This design comes from an exercise in tuning for small area on the open sky130 flow, not from production work.
Where RTL was checked, it was by simulation tests only, not by an equivalence proof against the original.

Setup of JK:
// cordic_pipelined
module cordic_pipelined
(
	input  clk,rst,
	input  signed [15:0] z,
	output signed [15:0] x,y
);
==> module cordic_pipelined, before the edit <==
module cordic_pipelined
(
	input  clk,rst,
	input  signed [15:0] z,
	output signed [15:0] x,y
);
	reg [15:0] z0_r;
	always @ (posedge clk) z0_r <= z;
	wire [15:0] zn1;
	cordic_zstep #(.W(16),.SITA(12868)) zs1 (.z_in(z0_r), .z_out(zn1));
	reg [15:0] z1_r;
	reg [0:0] d1_r;
	always @ (posedge clk) begin z1_r <= zn1[15:0]; d1_r <= z0_r[15]; end
	wire [15:0] zn2;
	cordic_zstep #(.W(16),.SITA(7596)) zs2 (.z_in(z1_r), .z_out(zn2));
	reg [14:0] z2_r;
	reg [1:0] d2_r;
	always @ (posedge clk) begin z2_r <= zn2[14:0]; d2_r <= {z1_r[15], d1_r}; end
	wire [14:0] zn3;
	cordic_zstep #(.W(15),.SITA(4014)) zs3 (.z_in(z2_r), .z_out(zn3));
	reg [14:0] z3_r;
	reg [2:0] d3_r;
	always @ (posedge clk) begin z3_r <= zn3[14:0]; d3_r <= {z2_r[14], d2_r}; end
	wire [14:0] zn4;
	cordic_zstep #(.W(15),.SITA(2037)) zs4 (.z_in(z3_r), .z_out(zn4));
	reg [13:0] z4_r;
	reg [3:0] d4_r;
	always @ (posedge clk) begin z4_r <= zn4[13:0]; d4_r <= {z3_r[14], d3_r}; end
	wire [13:0] zn5;
	cordic_zstep #(.W(14),.SITA(1023)) zs5 (.z_in(z4_r), .z_out(zn5));
	wire ovf = ~(&zn5[13:10]) & (|zn5[13:10]);
	wire [8:0] dl = ovf ? {9{zn5[13]}} : {zn5[10], ~zn5[9:2]};   
	reg [13:0] d5_r;   
	always @ (posedge clk) d5_r <= {dl[0],dl[1],dl[2],dl[3],dl[4],dl[5],dl[6],dl[7],dl[8], z4_r[13], d4_r};
	reg [13:0] d7_r;
	always @ (posedge clk) d7_r <= d5_r[13:0];
	reg [13:0] d8_r;
	always @ (posedge clk) d8_r <= d7_r[13:0];
	reg [13:0] d9_r;
	always @ (posedge clk) d9_r <= d8_r[13:0];
	reg [13:0] d10_r;
	always @ (posedge clk) d10_r <= d9_r[13:0];
	wire [15:0] tx, ty;
	cordic_table tab (.d(d10_r[5:0]), .x(tx), .y(ty));
	wire [15:0] x7_c, y7_c;
	cordic_cell #(.N(6),.CS(7)) it6 (.d(d10_r[6]), .x_in(tx), .y_in(ty), .x_out(x7_c), .y_out(y7_c));
	reg [6:0] d11_r;
	always @ (posedge clk) d11_r <= d10_r[13:7];
	reg [15:0] x11_r, y11_r;
	always @ (posedge clk) begin x11_r <= x7_c; y11_r <= y7_c; end
	wire [15:0] x8_c, y8_c;
	cordic_cell #(.N(7),.LA(1),.F(1)) it7 (.d(d11_r[0]), .x_in(x11_r), .y_in(y11_r), .x_out(x8_c), .y_out(y8_c));
	wire [15:0] x9_c, y9_c;
	cordic_cell #(.N(8)) it8 (.d(d11_r[1]), .x_in(x8_c), .y_in(y8_c), .x_out(x9_c), .y_out(y9_c));
	reg [4:0] d12_r;
	always @ (posedge clk) d12_r <= d11_r[6:2];
	reg [15:0] x12_r, y12_r;
	always @ (posedge clk) begin x12_r <= x9_c; y12_r <= y9_c; end
	wire [15:0] x10_c, y10_c;
	cordic_cell #(.N(9),.LA(1)) it9 (.d(d12_r[0]), .x_in(x12_r), .y_in(y12_r), .x_out(x10_c), .y_out(y10_c));
	wire [15:0] x11_c, y11_c;
	cordic_cell #(.N(10)) it10 (.d(d12_r[1]), .x_in(x10_c), .y_in(y10_c), .x_out(x11_c), .y_out(y11_c));
	reg [2:0] d13_r;
	always @ (posedge clk) d13_r <= d12_r[4:2];
	reg [15:0] x13_r, y13_r;
	always @ (posedge clk) begin x13_r <= x11_c; y13_r <= y11_c; end
	wire [15:0] x12_c, y12_c;
	cordic_cell #(.N(11),.LA(1)) it11 (.d(d13_r[0]), .x_in(x13_r), .y_in(y13_r), .x_out(x12_c), .y_out(y12_c));
	wire [15:0] x13_c, y13_c;
	cordic_cell #(.N(12)) it12 (.d(d13_r[1]), .x_in(x12_c), .y_in(y12_c), .x_out(x13_c), .y_out(y13_c));
	reg [0:0] d14_r;
	always @ (posedge clk) d14_r <= d13_r[2:2];
	reg [15:0] x14_r, y14_r;
	always @ (posedge clk) begin x14_r <= x13_c; y14_r <= y13_c; end
	wire [15:0] x14_c, y14_c;
	cordic_cell #(.N(13)) it13 (.d(d14_r[0]), .x_in(x14_r), .y_in(y14_r), .x_out(x14_c), .y_out(y14_c));
	assign x = x14_c;
	assign y = y14_c;
endmodule
clock: 7.0 ns
lec_check: 0
cap_margin: 20
core_margin: 2
core_utilization: 40
cts_buf_list: sky130_fd_sc_hd__clkbuf_8
cts_cluster_diameter: 60
cts_cluster_size: 20
gpl_timing_driven: 0
slew_margin: 20
standard.sh (not shown) runs the stock make flow with config.mk's settings and CLKGATE_MAP_FILE= SYNTH_SCRIPT=/design/flow/synth_recipe.tcl, a recipe that flattens the netlist after the stock synthesis.
==> flow/flow/run.sh <==
#!/bin/bash
# Layout flow: the standard flow (standard.sh) with the synthesised netlist
# re-optimised before floorplanning. The registers (their names and cells),
# the full adders and ports are kept; only the gates between them
# change, and the logic function stays the same:
#   1. fixpol.py re-chooses the polarity of each full adder and XOR gate so
#      that the inverters Yosys's extract_fa left around them go away (a full
#      adder is self-dual; an XOR gate absorbs input inversions and can be
#      swapped for an XNOR);
#   2. ABC re-maps the remaining gates for area (deepsyn, then map -a);
#   3. fixpol.py again.
# Port buffers use buf_1; CTS inserts no dummy loads. Each tool writes its full output to a log file of its
# own in this folder.
set -euo pipefail
W=$(pwd)
R="$W/orfs/results/${FLOW_PLATFORM}/cordic_pipelined/base"
LIB="$FLOW_HOME/platforms/${FLOW_PLATFORM}/lib/sky130_fd_sc_hd__tt_025C_1v80.lib"
YOSYS="$FLOW_HOME/../tools/install/yosys/bin/yosys"
[[ -x "$YOSYS" ]] || YOSYS=yosys
PORTBUF="BUFFER_PORTS_ARGS=-buffer_cell sky130_fd_sc_hd__buf_1"
# clock tree: the standard CTS call with config.mk's clustering, without dummy loads
CTSARGS="CTS_ARGS=-sink_clustering_enable -repair_clock_nets -dont_use_dummy_load -sink_clustering_size 20 -sink_clustering_max_diameter 60 -buf_list sky130_fd_sc_hd__clkbuf_8"
DONTUSE=$(sed -n '/^export DONT_USE_CELLS/,/^$/p' "$FLOW_HOME/platforms/${FLOW_PLATFORM}/config.mk" \
  | grep -o 'sky130_fd_sc_hd__[a-z0-9_]*' | sed 's/^/-dont_use /' | tr '\n' ' ')
PERIOD_PS=$(python3 -c "print(int(round(float('$FLOW_PERIOD_NS') * 1000)))")

# 1. standard synthesis (synth_recipe.tcl), netlist only
bash standard.sh "$PORTBUF" "$R/1_2_yosys.v" > "$W/flow_01_synth.log" 2>&1
cp "$R/1_2_yosys.v" "$W/net_0_synth.v"

top_only() {  # keep only the top module of a Yosys-written netlist
  python3 - "$1" "$2" "$FLOW_TOP" <<'PY'
import re, sys
t = open(sys.argv[1]).read()
mods = re.split(r'(?=^module )', t, flags=re.M)
keep = [m for m in mods if re.match(r'module %s\s*\(' % re.escape(sys.argv[3]), m)]
assert len(keep) == 1
open(sys.argv[2], 'w').write(keep[0])
PY
}

fixpol() {  # $1 in.v $2 out.v $3 log tag
  "$YOSYS" -p "read_liberty -lib $LIB; read_verilog $1; hierarchy -top $FLOW_TOP; write_json $W/$3_in.json" > "$W/flow_$3_read.log" 2>&1
  python3 "$W/flow/fixpol.py" "$W/$3_in.json" "$W/$3_out.json" > "$W/flow_$3_fixpol.log" 2>&1
  "$YOSYS" -p "read_json $W/$3_out.json; hierarchy -top $FLOW_TOP; opt_clean; write_verilog -noattr -nohex -nodec $W/$3_all.v" > "$W/flow_$3_write.log" 2>&1
  top_only "$W/$3_all.v" "$2"
}

# 2. polarity fix
fixpol "$W/net_0_synth.v" "$W/net_1_fixpol.v" 02

# 3. area re-mapping of the gates between registers, adders and ports
cat > "$W/resyn.abc" <<ABC
strash
&get -n
&deepsyn -J 50 -T 600
&put
dch
map -a
topo
ABC
KEEP="sky130_fd_sc_hd__fa_1 sky130_fd_sc_hd__fa_2 sky130_fd_sc_hd__fa_4 sky130_fd_sc_hd__dfxtp_1 sky130_fd_sc_hd__dfxtp_2 sky130_fd_sc_hd__dfxtp_4 sky130_fd_sc_hd__conb_1"
"$YOSYS" -p "read_liberty -ignore_miss_func $LIB; read_verilog $W/net_1_fixpol.v; hierarchy -top $FLOW_TOP; \
  setattr -mod -set keep_hierarchy 1 $KEEP; flatten; opt_clean; select $FLOW_TOP; \
  abc -D $PERIOD_PS -script $W/resyn.abc -liberty $LIB $DONTUSE; select -clear; opt_clean; \
  hierarchy -top $FLOW_TOP; write_verilog -noattr -nohex -nodec $W/03_all.v" > "$W/flow_03_resyn.log" 2>&1
top_only "$W/03_all.v" "$W/net_2_resyn.v"

# 4. polarity fix again
fixpol "$W/net_2_resyn.v" "$W/net_3_fixpol.v" 04

# keep the re-optimised netlist only if it has the same registers
python3 - "$W/net_0_synth.v" "$W/net_3_fixpol.v" > "$W/flow_05_regcheck.log" 2>&1 <<'PY'
import re, sys
def regs(f):
    t = open(f).read()
    return sorted(re.findall(r'(sky130_fd_sc_hd__df\w+)\s+(\S+)\s*\(', t))
a, b = regs(sys.argv[1]), regs(sys.argv[2])
print(len(a), 'registers in synthesis,', len(b), 'after')
assert [n for _, n in a] == [n for _, n in b], 'register names differ'
PY
cp "$W/net_3_fixpol.v" "$R/1_2_yosys.v"

# 5. the rest of the standard flow, from the re-optimised netlist
bash standard.sh "$PORTBUF" "$CTSARGS" finish > "$W/flow_06_layout.log" 2>&1
Other scripts of this flow, unchanged in this note and not shown: flow/flow/fixpol.py
Changes in MS relative to JK:
-- flow/design.v --
<<< JK, line 219
	cordic_table tab (.d(d10_r[5:0]), .x(tx), .y(ty));
	wire [15:0] x7_c, y7_c;
	cordic_cell #(.N(6),.CS(7)) it6 (.d(d10_r[6]), .x_in(tx), .y_in(ty), .x_out(x7_c), .y_out(y7_c));
	reg [6:0] d11_r;
	always @ (posedge clk) d11_r <= d10_r[13:7];
>>> MS, line 219
	cordic_table tab (.d(d10_r[5:0]), .x(tx), .y(ty));
	wire [15:0] x7_c, y7_c;
	cordic_cell #(.N(6),.CS(5)) it6 (.d(d10_r[6]), .x_in(tx), .y_in(ty), .x_out(x7_c), .y_out(y7_c));
	reg [6:0] d11_r;
	always @ (posedge clk) d11_r <= d10_r[13:7];
--- outcome ---
Number of buffers created by CTS (JK / MS): 0.885
Per the comparison of MS with JK, register area barely changed; first-iteration DRC count went down by 183; endpoint arrival time on the critical path about even; non-clock buffer count in the final layout lower.
MS against JK: height of the die lower.
JK has a lower number of clock buffer instances in the layout than MS.
The final reports for MS and JK show fraction of standard cell area that is sequential higher in the former.
The RTL of JK was laid out without a check of its function.

port drivers added, routing unchanged:
No port has a modelled driver above. Below, the same layouts with a new extraction and two added sets of constraints.
Step 1 sets driving cells, clkbuf_16 on the clock port and buf_2 on the other inputs (assumed; they add their load-dependent delay and slew).
Step 2 moves the port delays by t, midway between the first and last clock arrival at a register: inputs arrive t later, outputs are due t later. That takes back most of the time a late clock gives input paths.
Slacks: ideal / step 1 / step 2; pairs: ideal / step 1.
| run | shift t [ns] | setup WS [ns] | hold WS [ns] | worst data-port slew with drivers (ns) | cell pins on the clock port's net |
|---|---|---|---|---|---|
| JK | 0.565 | 0.297 / 0.297 / 0.297 | 0.259 / 0.259 / 0.259 | 0.05 | 1 |
| MS | 0.597 | 0.357 / 0.357 / 0.357 | 0.291 / 0.291 / 0.291 | 0.04 | 1 |
After both steps setup and hold are still met in every run listed.
